This design comes from an exercise in tuning for small area on the open sky130 flow, not from production work.
In this exercise RTL edits were held to simulation tests only and were not proved equivalent to the original.
No activity file was given, so power comes from the tool's default toggle rates.

==> build 28 <==
Design cpu, start of the top module:
module cpu(
    input clk,
    input rst_n,
    output hlt,
    output [15:0] pc,
    input [15:0] imem_data,
    output [15:0] dmem_addr,
    output [15:0] dmem_wdata,
    output dmem_we,
    output dmem_re,
    input [15:0] dmem_rdata
);
==> module flagcalc, before the edit <==
module flagcalc(input [15:0] a, input [15:0] b, input sub, output n, output z, output v);
    wire [15:0] bb, bs;
    wire [16:0] rc;
    genvar g;
    generate
        for (g = 0; g < 16; g = g + 1) begin : F
            g_xor2 u_x(.a(b[g]), .b(sub), .y(bb[g]));
            wire ci = (g == 0) ? sub : ((g % 4 == 0) ? 1'b0 : rc[g]);
            g_fa u(.a(a[g]), .b(bb[g]), .c(ci), .s(bs[g]), .co(rc[g+1]));
        end
    endgenerate
    wire [3:0] allp, allz, nz;
    wire [3:1] c;
    generate
        for (g = 0; g < 4; g = g + 1) begin : N
            assign allp[g] = &bs[4*g+3:4*g];
            assign allz[g] = ~|bs[4*g+3:4*g];
        end
    endgenerate
    assign c[1] = rc[4];
    assign c[2] = rc[8]  | (allp[1] & c[1]);
    assign c[3] = rc[12] | (allp[2] & c[2]);
    assign nz[0] = allz[0];
    assign nz[1] = c[1] ? allp[1] : allz[1];
    assign nz[2] = c[2] ? allp[2] : allz[2];
    assign nz[3] = c[3] ? allp[3] : allz[3];
    wire s15 = bs[15] ^ (c[3] & bs[12] & bs[13] & bs[14]);
    wire ovf = (a[15] == bb[15]) & (s15 != a[15]);
    assign n = ovf ? a[15] : s15;
    assign z = ~ovf & (&nz);
    assign v = ovf;
endmodule
clock: 9.0 ns
lec_check: 0
cap_margin: 20
core_margin: 2
core_utilization: 60
slew_margin: 20
synth_hierarchical: 1
standard.sh (not shown) runs the stock make flow with config.mk's settings and CLKGATE_MAP_FILE= SYNTH_SCRIPT=/design/flow/synth_recipe.tcl, a recipe that flattens the netlist after the stock synthesis.
==> flow/flow/run.sh <==
#!/bin/bash
# Layout flow: the standard ORFS flow (standard.sh), with the port
# buffers made of the smallest buffer cell and the clock tree built with
# larger sink clusters and without dummy loads.
set -euo pipefail
export BUFFER_PORTS_ARGS="-buffer_cell sky130_fd_sc_hd__buf_1"
export CTS_ARGS="-sink_clustering_enable -repair_clock_nets -sink_clustering_size 25 -sink_clustering_max_diameter 100 -dont_use_dummy_load"
bash standard.sh > orfs_make.log 2>&1
==> build 82 (differences from build 28) <==
==> flow/flow/run.sh (replaced) <==
#!/bin/bash
# Layout flow: the standard ORFS flow (standard.sh) in two parts.
#  1. standard synthesis, unchanged;
#  2. every combinational cell that synthesis sized above drive strength 1
#     is set back to drive strength 1 (flow/downsize.tcl); placement and
#     timing repair size cells up again where the layout needs it;
#  3. the rest of the standard flow, with the port buffers made of the
#     smallest buffer cell and the clock tree built with larger sink
#     clusters and without dummy loads.
# Each tool's output goes to a log file of its own in this folder (and ORFS
# keeps its per-step logs under orfs/logs).
set -euo pipefail
export BUFFER_PORTS_ARGS="-buffer_cell sky130_fd_sc_hd__buf_1"
export CTS_ARGS="-sink_clustering_enable -repair_clock_nets -sink_clustering_size 25 -sink_clustering_max_diameter 100 -dont_use_dummy_load"
bash standard.sh synth > synth_make.log 2>&1
RESULTS_DIR="$PWD/orfs/results/$FLOW_PLATFORM/cpu/base" \
    openroad -no_init -exit flow/downsize.tcl > downsize.log 2>&1
bash standard.sh > layout_make.log 2>&1
==> flow/flow/downsize.tcl (new file) <==
# Set every combinational cell that synthesis gave a drive strength above 1
# back to drive strength 1; placement and timing repair size up where needed.
read_db $::env(RESULTS_DIR)/1_synth.odb
set db [ord::get_db]
set block [[$db getChip] getBlock]
set n 0
foreach inst [$block getInsts] {
  set name [[$inst getMaster] getName]
  if {![regexp {^(sky130_fd_sc_hd__[a-z0-9]+)_([0-9]+)$} $name -> base drive]} { continue }
  if {$drive == 1} { continue }
  if {[regexp {__(df|edf|sdf|dl|sdl|conb|clk|tap|fill|decap|diode|lpflow)} $base]} { continue }
  set m [$db findMaster ${base}_1]
  if {$m == "NULL"} { continue }
  $inst swapMaster $m
  incr n
}
puts "downsize: $n instances set to drive strength 1"
write_db $::env(RESULTS_DIR)/1_synth.odb
==> build 60 (differences from build 28) <==
--- a/flow/design.v
+++ b/flow/design.v
@@ -279,31 +279,14 @@
 module flagcalc(input [15:0] a, input [15:0] b, input sub, output n, output z, output v);
-    wire [15:0] bb, bs;
-    wire [16:0] rc;
+    wire [15:0] bb, bs, s;
+    wire [3:0]  nco;
     genvar g;
     generate
-        for (g = 0; g < 16; g = g + 1) begin : F
-            g_xor2 u_x(.a(b[g]), .b(sub), .y(bb[g]));
-            wire ci = (g == 0) ? sub : ((g % 4 == 0) ? 1'b0 : rc[g]);
-            g_fa u(.a(a[g]), .b(bb[g]), .c(ci), .s(bs[g]), .co(rc[g+1]));
+        for (g = 0; g < 16; g = g + 1) begin : X
+            g_xor2 u(.a(b[g]), .b(sub), .y(bb[g]));
         end
     endgenerate
-    wire [3:0] allp, allz, nz;
-    wire [3:1] c;
-    generate
-        for (g = 0; g < 4; g = g + 1) begin : N
-            assign allp[g] = &bs[4*g+3:4*g];
-            assign allz[g] = ~|bs[4*g+3:4*g];
-        end
-    endgenerate
-    assign c[1] = rc[4];
-    assign c[2] = rc[8]  | (allp[1] & c[1]);
-    assign c[3] = rc[12] | (allp[2] & c[2]);
-    assign nz[0] = allz[0];
-    assign nz[1] = c[1] ? allp[1] : allz[1];
-    assign nz[2] = c[2] ? allp[2] : allz[2];
-    assign nz[3] = c[3] ? allp[3] : allz[3];
-    wire s15 = bs[15] ^ (c[3] & bs[12] & bs[13] & bs[14]);
-    wire ovf = (a[15] == bb[15]) & (s15 != a[15]);
-    assign n = ovf ? a[15] : s15;
-    assign z = ~ovf & (&nz);
+    nadd16 u_add(.a(a), .b(bb), .cin(sub), .kill(1'b0), .bs(bs), .nco(nco), .s(s));
+    wire ovf = (a[15] == bb[15]) & (s[15] != a[15]);
+    assign n = ovf ? a[15] : s[15];
+    assign z = ~ovf & ~|s;
     assign v = ovf;
==> flow/run.sh (new file) <==
#!/bin/bash
# synth_recipe.tcl (not shown) runs the flow's synth.tcl, then flattens the netlist and writes it again
# the make line also repeats each setting of config.mk as NAME=value (left out here)
make -C /OpenROAD-flow-scripts/flow DESIGN_CONFIG=/design/flow/config.mk WORK_HOME=/design/flow/orfs CLKGATE_MAP_FILE= SYNTH_SCRIPT=/design/flow/synth_recipe.tcl finish
removed: flow/flow/run.sh
removed: flow/standard.sh
==> notes.md <==
fin crit share=0.8466; Power Density=257.6 mW/mm^2; status=timing/DRC/antenna clean; wire length on met3=between 8000 and 9000 um; metal2 WL=around 29,000 um; clk pwr=approximately 940 uW; RD Place Congestion=0.9814; Cell Area, Placed=0.02143 mm^2; total sequential power=2610 uW; CP required=between 9000 and 10,000 ps
the above is filed under build 28

==> notes.md <==
clk pwr=between 1500 and 2000 uW; status=timing/DRC/antenna clean; metal2 WL=just over 30,000 um; Cell Area, Placed=between 0.02 and 0.025 mm^2; fin crit share=0.8727; Power Density=283.0 mW/mm^2; RD Place Congestion=1.012
the above is filed under build 60

==> notes.md <==
Cell Area, Placed=slightly above 0.02 mm^2; status=timing/DRC/antenna clean; RD Place Congestion=roughly 0.99; total sequential power=2600 uW; CP required=~9400 ps; clk pwr=slightly above 900 uW; fin crit share=0.8759
the above is filed under build 82

## afterwards: timing with drivers on the ports
Ports are ideal in the flow. The routed layouts listed here were re-timed in OpenROAD. Step 1 sets driving cells, clkbuf_16 on the clock port and buf_2 on the other inputs (assumed; they add their load-dependent delay and slew). Step 2 times the ports against the registers' clock, not the clock port: input delays grow and output delays shrink by t, the midpoint of the rising clock arrivals with the driver on. Slacks: no drivers / after step 1 / after step 2; pairs: no drivers / after step 1.
run | t, ns | setup WS [ns] | worst register clock-pin slew, ns
build 28 | 0.562 | 1.380 / 1.380 / 1.380 | 0.10 / 0.10
build 82 | 0.578 | 1.117 / 1.117 / 1.117 | 0.10 / 0.10
build 60 | 0.628 | 1.146 / 1.146 / 1.146 | 0.06 / 0.06
After both steps setup and hold are still met in every run listed.
